This is an optimization exercise on Yosys and OpenROAD, whose aim is small area and a short achievable clock period, not a production implementation. In this exercise RTL edits were held to simulation tests only and were not proved equivalent to the original.

==> run a: inputs <==
## MUL_wrapper
module MUL_wrapper
(
    input logic clk,
    input logic rst,
    input logic [31:0] rs1,
    input logic [31:0] rs2,
    input logic [1:0] mul_op,  
    input logic valid_in,
    output logic [31:0] rd,
    output logic ready_out
);
export LEC_CHECK = 0
export ABC_AREA = 1
export CAP_MARGIN = 50
export CORE_MARGIN = 2
export CORE_UTILIZATION = 50
export PLACE_DENSITY = 0.65
export SLEW_MARGIN = 75
export SYNTH_HIERARCHICAL = 1
export SYNTH_MINIMUM_KEEP_SIZE = 0
create_clock -name core_clock -period 24.0 [get_ports {clk}]
standard.sh (not shown) runs the stock make flow with config.mk's settings and CLKGATE_MAP_FILE= SYNTH_SCRIPT=/design/flow/synth_recipe.tcl, a recipe that flattens the netlist after the stock synthesis.
==> flow/flow/run.sh <==
#!/bin/bash
set -euo pipefail
bash standard.sh finish SETUP_SLACK_MARGIN=18.0 > orfs_make.log 2>&1
==> inputs of run b, as changes to run a <==
==> flow/run.sh (new file) <==
#!/bin/bash
# synth_recipe.tcl (not shown) runs the flow's synth.tcl, then flattens the netlist and writes it again
# the make line also repeats each setting of config.mk as NAME=value (left out here)
make -C /OpenROAD-flow-scripts/flow DESIGN_CONFIG=/design/flow/config.mk WORK_HOME=/design/flow/orfs CLKGATE_MAP_FILE= SYNTH_SCRIPT=/design/flow/synth_recipe.tcl finish
Settings changed: CORE_UTILIZATION 50 to 65, PLACE_DENSITY 0.65 to 0.75.
removed: flow/flow/run.sh
removed: flow/standard.sh
==> inputs of run c, as changes to run a <==
--- a/flow/design.v
+++ b/flow/design.v
@@ -10,34 +10,38 @@
     assign b_sx = rs2[31] & ~mul_op[1] & mul_op[0];     
     assign hi   = |mul_op;
 endmodule
 module MUL_ENC (
     input  logic [31:0] b,
     input  logic        b_sx,
-    output logic [16:0] one,
-    output logic [16:0] two,
+    output logic [16:0] one_n,
+    output logic [16:0] two_n,
     output logic [16:0] neg
 );
     logic [34:0] bx;    
     assign bx = {b_sx, b_sx, b, 1'b0};
     always_comb begin
         for (int i = 0; i < 17; i++) begin
-            one[i] = bx[2*i+1] ^ bx[2*i];
-            two[i] = (bx[2*i+2] & ~bx[2*i+1] & ~bx[2*i]) | (~bx[2*i+2] & bx[2*i+1] & bx[2*i]);
+            one_n[i] = ~(bx[2*i+1] ^ bx[2*i]);
+            two_n[i] = ~((bx[2*i+2] & ~bx[2*i+1] & ~bx[2*i]) | (~bx[2*i+2] & bx[2*i+1] & bx[2*i]));
             neg[i] = bx[2*i+2];
         end
     end
 endmodule
 module MUL_M (
-    input  logic [32:0] A,
-    input  logic [16:0] one,
-    input  logic [16:0] two,
+    input  logic [32:0] A_n,
+    input  logic [16:0] one_n,
+    input  logic [16:0] two_n,
     input  logic [16:0] neg,
     output logic [63:0] M_product
 );
-logic [16:0] nz;
+logic [32:0] A;
+logic [16:0] one, two, nz;
+assign A = ~A_n;
+assign one = ~one_n;
+assign two = ~two_n;
 assign nz = one | two;
 logic pp1;
 logic pp2;
 logic pp3;
 logic pp4;
 logic pp5;
@@ -2821,29 +2825,29 @@
         .rs2(rs2),
         .mul_op(mul_op),
         .a_sx(e_a_sx),
         .b_sx(e_b_sx),
         .hi(e_hi)
     );
-    MUL_ENC mul_enc (.b(rs2), .b_sx(e_b_sx), .one(e_one), .two(e_two), .neg(e_neg));
+    MUL_ENC mul_enc (.b(rs2), .b_sx(e_b_sx), .one_n(e_one), .two_n(e_two), .neg(e_neg));
     always_ff @(posedge clk) begin
-        m_opA  <= rs1;
-        m_a_sx <= e_a_sx;
+        m_opA  <= ~rs1;
+        m_a_sx <= ~e_a_sx;
         m_hi   <= e_hi;
         m_one  <= e_one;
         m_two  <= e_two;
         m_neg  <= e_neg;
     end
     always_ff @(posedge clk or posedge rst) begin
         if (rst) m_valid <= 1'b0;
         else     m_valid <= valid_in;
     end
     MUL_M mul_m (
-        .A({m_a_sx, m_opA}),
-        .one(m_one),
-        .two(m_two),
+        .A_n({m_a_sx, m_opA}),
+        .one_n(m_one),
+        .two_n(m_two),
         .neg(m_neg),
         .M_product(m_product)
     );
     MUL_W mul_w (
         .hi(m_hi),
         .M_product(m_product),
Settings changed: CAP_MARGIN 50 to 20, SLEW_MARGIN 75 to 20.
==> results_dict.tcl <==
set metrics [dict create \
    yosys-top-cells-count "xor2_1 (597), o22ai_1 (542), fa_1 (470)" \
    synth_top_area_share_pct 33.0 \
    place_inst 3936 \
    status "timing/DRC/antenna clean" \
    ctsResizeCount 114 \
    areaGrowthSynthToFinish_pct 8.73 \
    grt_pass1_wl_um 171000 \
    multi_input_area_share_pct 77.1 \
    finalCriticalPeriod_ps 5970 \
    dr_wl_met2_um 50000 \
    netlist_instances 3358 \
]
That was run c.
==> results_dict.tcl <==
set metrics [dict create \
    status "timing/DRC/antenna clean" \
    synth_seq_cells 119 \
    dr_wl_met2_um 54000 \
    finalCriticalPeriod_ps 5990 \
    maxCapViolCount 0 \
    netlist_instances 3368 \
    regToRegEndpoint "w_rd[11]$_DFF_P_" \
    place_inst 4037 \
    wl_met3_um 17900 \
    synth_top_area_share_pct 32.9 \
    areaGrowthSynthToFinish_pct 13.0 \
    maxUsedRoutingLayer "met4" \
    multi_input_area_sq_um 24400 \
    yosys-top-cells-count "xor2_1 (618), o22ai_1 (542), fa_1 (470)" \
    grt_overflow 0 \
]
That was run a.
==> results_dict.tcl <==
set metrics [dict create \
    status "timing/DRC/antenna clean" \
    dr_wl_met2_um 48000 \
    synth_top_area_share_pct 32.9 \
    finalCriticalPeriod_ps 6300 \
    track_usage_pct 52.2 \
    ctsResizeCount 0 \
    grt_pass1_wl_um 173000 \
    multi_input_area_share_pct 76.3 \
    place_inst 3862 \
    areaGrowthSynthToFinish_pct 10.0 \
    netlist_instances 3368 \
]
That was run b.

what the ideal ports hide:
No port has a modelled driver above. Below, the same layouts with a new extraction and two added sets of constraints. Step 1 assumes that a clkbuf_16 drives the clock port and a buf_2 every other input. Step 2 also shifts input and output timing later by t, the mid clock arrival at the registers, as if the neighbouring blocks saw the same clock. a / b / c = ideal / step 1 / step 2; a / b = the first two.
| run | shift t [ns] | slack for setup (ns) | worst slew at a driven data input, ns | cell pins on the clock port's net |
|---|---|---|---|---|
| run a | 0.564 | 18.010 / 17.949 / 18.103 | 0.05 | 1 |
| run b | 0.562 | 17.699 / 17.636 / 17.762 | 0.07 | 1 |
| run c | 0.555 | 18.032 / 17.970 / 18.061 | 0.06 | 1 |
After both steps every run listed still meets setup and hold.
